Source: an optimization exercise on an open RTL-to-GDS flow (aim: small area). Production flows keep margins and buffers that such runs may drop.
Function was checked by simulation only, so behaviour that the tests miss may differ from the original.
The flow treats the clock pin as an ideal source, which a real chip does not have.
Power is estimated from default activity; no workload was simulated.

Setup of build 52:
==> flow/design.v (excerpt) <==
module stego_top(
    input         clk,
    input         rst,
    input  [5:0]  sw,
    input         edge_detected,
    input         start_pixels,
    input  [23:0] message,
    input  [23:0] img,
    output [15:0] add_img,
    output [15:0] add_imgencoder,
    output [11:0] add_data,
    output [23:0] stego_out,
    output        stego_valid,
    output [23:0] msg_out
    );
Controller u_ctrl(
    .clk(clk), .rst(rst), .Switches(sw),
    .add_img(add_img), .add_imgencoder(add_imgencoder), .add_data(add_data),
    .flag_AV_edge_detected(edge_detected),
    .flag_AV_starting_img_pixels(start_pixels)
    );
encoder u_enc(
    .clk(clk), .rst(rst), .Switches(sw),
    .message(message), .img(img),
    .stego_out(stego_out),
    .flagAV_edge_detected(edge_detected),
    .flag_start_encoding(start_pixels),
    .flag_starting_decoding(stego_valid)
    );
Decoderr u_dec(
    .clk(clk), .rst(rst), .Switches(sw),
    .flag_enable_Decoder(stego_valid),
    .stego_in(stego_out),
    .msg_out(msg_out)
    );
endmodule
Size in the first run: roughly 150 I/O pins.
export LEC_CHECK = 0
export ABC_AREA = 1
export CAP_MARGIN = 20
export CORE_MARGIN = 2
export CORE_UTILIZATION = 45
export PLACE_DENSITY = 0.6
export SLEW_MARGIN = 20
create_clock -name core_clock -period 6.0 [get_ports {clk}]
standard.sh (not shown) runs the stock make flow with config.mk's settings and CLKGATE_MAP_FILE= SYNTH_SCRIPT=/design/flow/synth_recipe.tcl, a recipe that flattens the netlist after the stock synthesis.
==> flow/flow/run.sh <==
#!/bin/bash
# Layout made with ORFS as in standard.sh, with these changes in how it is
# made:
#  - synthesis: the standard script (synth_recipe.tcl, so the same registers
#    and names), except that ABC maps the logic with flow/abc_area_own.script
#    (area-oriented mapping with the delay target relaxed) instead of
#    ORFS's area script;
#  - ports are buffered with the smallest buffer (buf_1) instead of the
#    default pick;
#  - clock tree: clkbuf_8 buffers, no dummy loads;
set -euo pipefail
W=$PWD
{ echo "source $W/flow/synth_abc.tcl"; cat synth_recipe.tcl; } > own_synth.tcl
sed -E "s#SYNTH_SCRIPT=[^ ]+#SYNTH_SCRIPT=$W/own_synth.tcl#" standard.sh > standard_own.sh
grep -q "SYNTH_SCRIPT=$W/own_synth.tcl" standard_own.sh
export OWN_ABC_SCRIPT="$W/flow/abc_area_own.script"
export BUFFER_PORTS_ARGS="-buffer_cell sky130_fd_sc_hd__buf_1"
export CTS_ARGS="-sink_clustering_enable -repair_clock_nets -buf_list sky130_fd_sc_hd__clkbuf_8 -dont_use_dummy_load"
export POST_CTS_TCL="$W/flow/area_recover.tcl"
bash standard_own.sh > standard.log 2>&1
==> flow/flow/abc_area_own.script <==
strash
dc2
&get -n
&st
&dch -f
&nf -R 1000 -p -F 8 -A 4
&put
strash
dch -f
&get -n
&st
&dch -f
&nf -R 1000 -p -F 8 -A 4
&put
topo
dnsize -c
==> flow/flow/area_recover.tcl <==
set ::ar_margin [expr {[info exists ::env(AR_MARGIN)] ? $::env(AR_MARGIN) : 0.2}]
set ::ar_setup  [expr {[info exists ::env(AR_SETUP)] ? $::env(AR_SETUP) : 0.3}]
set ::ar_hold   [expr {[info exists ::env(AR_HOLD)] ? $::env(AR_HOLD) : 0.05}]
set ::ar_clk_slew [expr {[info exists ::env(AR_CLK_SLEW)] ? $::env(AR_CLK_SLEW) : 0.10}]
estimate_parasitics -placement
sta::make_equiv_cells [lindex [get_libs *] 0]

proc ar_ok {} {
  global ar_margin ar_setup ar_hold ;# set at global scope above
  if {[sta::max_slew_check_slack_limit] < $ar_margin} { return 0 }
  if {[sta::max_capacitance_check_slack_limit] < $ar_margin} { return 0 }
  if {[sta::worst_slack_cmd max] < $ar_setup * 1e-9} { return 0 }
  if {[sta::worst_slack_cmd min] < $ar_hold * 1e-9} { return 0 }
  return 1
}

proc ar_clk_slew {} {
  set mx 0
  foreach p [get_pins -quiet */CLK] {
    set s [get_property $p slew_max]
    if {$s > $mx} { set mx $s }
  }
  return $mx
}

if {![ar_ok]} {
  puts "area_recover: the design does not meet the margins before recovery; skipped"
} else {
  set cands {}
  foreach inst [get_cells *] {
    set lc [get_lib_cells -quiet -of_objects $inst]
    if {$lc == "" || [catch {set name [get_name $lc]}]} continue
    if {[regexp {__(df|tap|fill|decap|clkbuf|clkinv|conb)} $name]} continue
    set iname [get_full_name $inst]
    if {[regexp {^(input|output)[0-9]+$} $iname]} continue
    set skip 0
    foreach p [get_pins -of_objects $inst -filter "direction==output"] {
      set n [get_nets -quiet -of_objects $p]
      if {$n != "" && [[sta::sta_to_db_net $n] getSigType] == "CLOCK"} { set skip 1 }
    }
    if {$skip} continue
    if {[catch {set a0 [get_property $lc area]}]} continue
    lappend cands [list $inst $a0]
  }
  set saved 0.0
  set changed 0
  foreach c [lsort -real -decreasing -index 1 $cands] {
    lassign $c inst a0
    set lc0 [get_lib_cells -of_objects $inst]
    set smaller {}
    set eqs [sta::find_equiv_cells $lc0]
    if {$eqs == "" || $eqs == "NULL"} continue
    foreach e $eqs {
      if {$e == "NULL"} continue
      set en [get_name $e]
      if {[regexp {lpflow|probe} $en]} continue
      if {[catch {set a [get_property $e area]}]} continue
      if {$a < $a0} { lappend smaller [list $e $a] }
    }
    foreach s [lsort -real -index 1 $smaller] {
      lassign $s e a
      replace_cell $inst $e
      if {[ar_ok]} {
        set saved [expr {$saved + $a0 - $a}]
        incr changed
        break
      }
      replace_cell $inst $lc0
    }
  }
  puts "area_recover: resized $changed cells, [format %.1f $saved] um2 less"

  # clock buffers: smallest clkbuf that keeps the clock pins' slews low
  set csaved 0.0
  set cchanged 0
  set clkbufs {}
  foreach b {1 2 4 8 16} { lappend clkbufs [get_lib_cells sky130_fd_sc_hd__clkbuf_$b] }
  foreach inst [get_cells *] {
    set lc0 [get_lib_cells -quiet -of_objects $inst]
    if {$lc0 == "" || [catch {set n0 [get_name $lc0]}]} continue
    if {![regexp {__clkbuf_[0-9]+$} $n0]} continue
    set a0 [get_property $lc0 area]
    foreach c $clkbufs {
      set a [get_property $c area]
      if {$a >= $a0} break
      replace_cell $inst $c
      if {[ar_clk_slew] <= $::ar_clk_slew && [ar_ok]} {
        set csaved [expr {$csaved + $a0 - $a}]
        incr cchanged
        break
      }
      replace_cell $inst $lc0
    }
  }
  puts "area_recover: resized $cchanged clock buffers, [format %.1f $csaved] um2 less, clock pin slew [format %.1f [expr {[ar_clk_slew] * 1e3}]] ps"
}
==> flow/flow/synth_abc.tcl <==
# Sourced by own_synth.tcl: ABC maps the logic with flow/abc_area_own.script
# (area-oriented mapping with the delay target relaxed, no buffering or
# upsizing for speed) instead of the
# script ORFS picks. Everything else in the synthesis is the standard one.
proc abc {args} {
  set i [lsearch -exact $args -script]
  if {$i >= 0} {
    lset args [expr {$i + 1}] $::env(OWN_ABC_SCRIPT)
  }
  yosys abc {*}$args
}
> inputs changed (build 52 -> build 84)
diff --git a/flow/flow/run.sh b/flow/flow/run.sh
--- a/flow/flow/run.sh
+++ b/flow/flow/run.sh
@@ -5,4 +5,3 @@
 #    and names), except that ABC maps the logic with flow/abc_area_own.script
-#    (area-oriented mapping with the delay target relaxed) instead of
-#    ORFS's area script;
+#    (area-oriented mapping with the delay target relaxed) instead of ORFS's area script;
 #  - ports are buffered with the smallest buffer (buf_1) instead of the
@@ -10,2 +9,5 @@
 #  - clock tree: clkbuf_8 buffers, no dummy loads;
+#  - after CTS, area recovery: each combinational cell takes the smallest
+#    size that keeps slews, loads and slacks within margins; clock buffers
+#    too, keeping flip-flop clock-pin slews low.
 set -euo pipefail
==> flow/flow/synth_abc.tcl <==
# Sourced by own_synth.tcl: ABC maps the logic with flow/abc_area_own.script
# (area-only mapping, no buffering or upsizing for speed) instead of the
# script ORFS picks. Everything else in the synthesis is the standard one.
proc abc {args} {
  set i [lsearch -exact $args -script]
  if {$i >= 0} {
    lset args [expr {$i + 1}] $::env(OWN_ABC_SCRIPT)
  }
  yosys abc {*}$args
}
==> run notes <==
On first-pass GRT wire length, build 52 and build 84 are neck and neck. Diff build 52..build 84 | final period demand of the worst path | unchanged. Final non-filler cell area came out exactly the same in build 52 and build 84. Reported for build 52 and build 84, non-clock buffer count turned out identical to the last digit. Total clock sinks: build 84 vs build 52 — no meaningful difference. From build 84 to build 52, async set or reset register ratio after synthesis did not move at all. Wire length: build 52 vs build 84 identical.
For build 26, these inputs were changed with respect to build 84:
diff --git a/flow/flow/run.sh b/flow/flow/run.sh
--- a/flow/flow/run.sh
+++ b/flow/flow/run.sh
@@ -20,2 +20,3 @@
 export CTS_ARGS="-sink_clustering_enable -repair_clock_nets -buf_list sky130_fd_sc_hd__clkbuf_8 -dont_use_dummy_load"
+export AR_CLK_SLEW=0.09
 export POST_CTS_TCL="$W/flow/area_recover.tcl"
- Global-route wire length before repair: build 26 vs build 84 identical
- On antenna cell count, build 84 and build 26 are basically level.
- The layout overhead on the synthesized area reported for build 26 is greater than that of build 84 by 0.44 points.
- Comparing build 26 against build 84, there is no change at all in die outline height.
- Build 84 → build 26: number of inserted filler cells in the final layout shows a reduction of 5, final critical-path required period shows a reduction of 0.068 ns, final area shows an increase of 0.38%, final standard cell utilization of the core shows an increase of 0.20 points, minimum setup slack in the final design shows an increase of 0.068 ns.
Input changes introduced in build 67 (baseline for comparison: build 26):
diff --git a/flow/flow/run.sh b/flow/flow/run.sh
--- a/flow/flow/run.sh
+++ b/flow/flow/run.sh
@@ -5,3 +5,5 @@
 #    and names), except that ABC maps the logic with flow/abc_area_own.script
-#    (area-oriented mapping with the delay target relaxed) instead of ORFS's area script;
+#    (AIG optimisation by &deepsyn for up to 60 s, then area-oriented
+#    mapping with the delay target relaxed) instead of
+#    ORFS's area script;
 #  - ports are buffered with the smallest buffer (buf_1) instead of the
@@ -9,5 +11,2 @@
 #  - clock tree: clkbuf_8 buffers, no dummy loads;
-#  - after CTS, area recovery: each combinational cell takes the smallest
-#    size that keeps slews, loads and slacks within margins; clock buffers
-#    too, keeping flip-flop clock-pin slews low.
 set -euo pipefail
@@ -20,3 +19,2 @@
 export CTS_ARGS="-sink_clustering_enable -repair_clock_nets -buf_list sky130_fd_sc_hd__clkbuf_8 -dont_use_dummy_load"
-export AR_CLK_SLEW=0.09
 export POST_CTS_TCL="$W/flow/area_recover.tcl"
diff --git a/flow/flow/abc_area_own.script b/flow/flow/abc_area_own.script
--- a/flow/flow/abc_area_own.script
+++ b/flow/flow/abc_area_own.script
@@ -1,2 +1,5 @@
 strash
+&get -n
+&deepsyn -T 60
+&put
 dc2
==> flow/flow/synth_abc.tcl <==
# Sourced by own_synth.tcl: ABC maps the logic with flow/abc_area_own.script
# (area-oriented mapping with the delay target relaxed, no buffering or
# upsizing for speed) instead of the
# script ORFS picks. Everything else in the synthesis is the standard one.
proc abc {args} {
  set i [lsearch -exact $args -script]
  if {$i >= 0} {
    lset args [expr {$i + 1}] $::env(OWN_ABC_SCRIPT)
  }
  yosys abc {*}$args
}
## What came out
- Every stage of the flow completed for build 67, and the final layout passed the timing, DRC and antenna checks.
- Between build 26 and build 67, the slack of the critical path is higher for build 26.
- Hold slack ended up 0.014 ns lower on build 67 than on build 26.
- Growth of design area from synthesis to finish is higher on build 26
- u_ctrl.add_imgencoder[15] as the capture point of the critical path was reported by build 67, and u_ctrl.add_img[15] by build 26.
- In build 67, fraction of area in multi-input gates is lower than in build 26.
- In the reports for build 26 and build 67, the larger net switching component of the power belongs to build 26.
> inputs changed (build 67 -> build 73)
diff --git a/flow/flow/run.sh b/flow/flow/run.sh
--- a/flow/flow/run.sh
+++ b/flow/flow/run.sh
@@ -5,4 +5,3 @@
 #    and names), except that ABC maps the logic with flow/abc_area_own.script
-#    (AIG optimisation by &deepsyn for up to 60 s, then area-oriented
-#    mapping with the delay target relaxed) instead of
+#    (area-oriented mapping with the delay target relaxed) instead of
 #    ORFS's area script;
@@ -19,2 +18,3 @@
 export CTS_ARGS="-sink_clustering_enable -repair_clock_nets -buf_list sky130_fd_sc_hd__clkbuf_8 -dont_use_dummy_load"
+export AR_CLK_SLEW=0.09
 export POST_CTS_TCL="$W/flow/area_recover.tcl"
==> flow/flow/abc_area_own.script <==
strash
dc2
&get -n
&st
&dch -f
&nf -R 1000 -p -F 8 -A 4
&put
strash
dch -f
&get -n
&st
&dch -f
&nf -R 1000 -p -F 8 -A 4
&put
topo
dnsize -c
Findings:
Build 73 vs build 67, launch point of the worst path: sw[2] vs sw[0]
Number of standard cells in the layout, taps in and fillers out | build 73 above build 67
Compared build 73 vs build 67, and post-route fraction of the period consumed by the critical path is down in build 73.
Detailed-routed wire length on met3: build 73 vs build 67 down about 5%
Measured against each other, build 67 and build 73 differ in initial standard-cell utilization of the core, the higher figure coming from build 67.
The post-synthesis instance area of build 73 was inferior to that of build 67.
Relative to build 67, number of cells after detailed placement has increased by 22 in build 73.

## port drivers added, routing unchanged
The results above use ideal ports. As a check the final layouts listed here were re-extracted and re-timed, cells and wires unchanged.
Step 1, drivers: a clkbuf_16 drives clk and a buf_2 each remaining input, both assumed.
Step 2, shift: input delay + t, output delay - t, t = (earliest + latest rising clock arrival at the registers) / 2. This alone moves slack from input paths to output paths.
a / b / c = no drivers / after step 1 / after step 2; a / b = the first two.
run	shift t [ns]	setup WS [ns]	worst register clock-pin slew, ns
build 52	0.765	1.183 / 1.189 / 0.424	0.11 / 0.11
build 84	0.765	1.183 / 1.189 / 0.424	0.11 / 0.11
build 26	0.797	1.251 / 1.257 / 0.460	0.09 / 0.09
build 67	0.733	1.236 / 1.243 / 0.510	0.10 / 0.10
build 73	0.797	1.251 / 1.257 / 0.460	0.09 / 0.09
After both steps setup and hold are still met in every run listed.
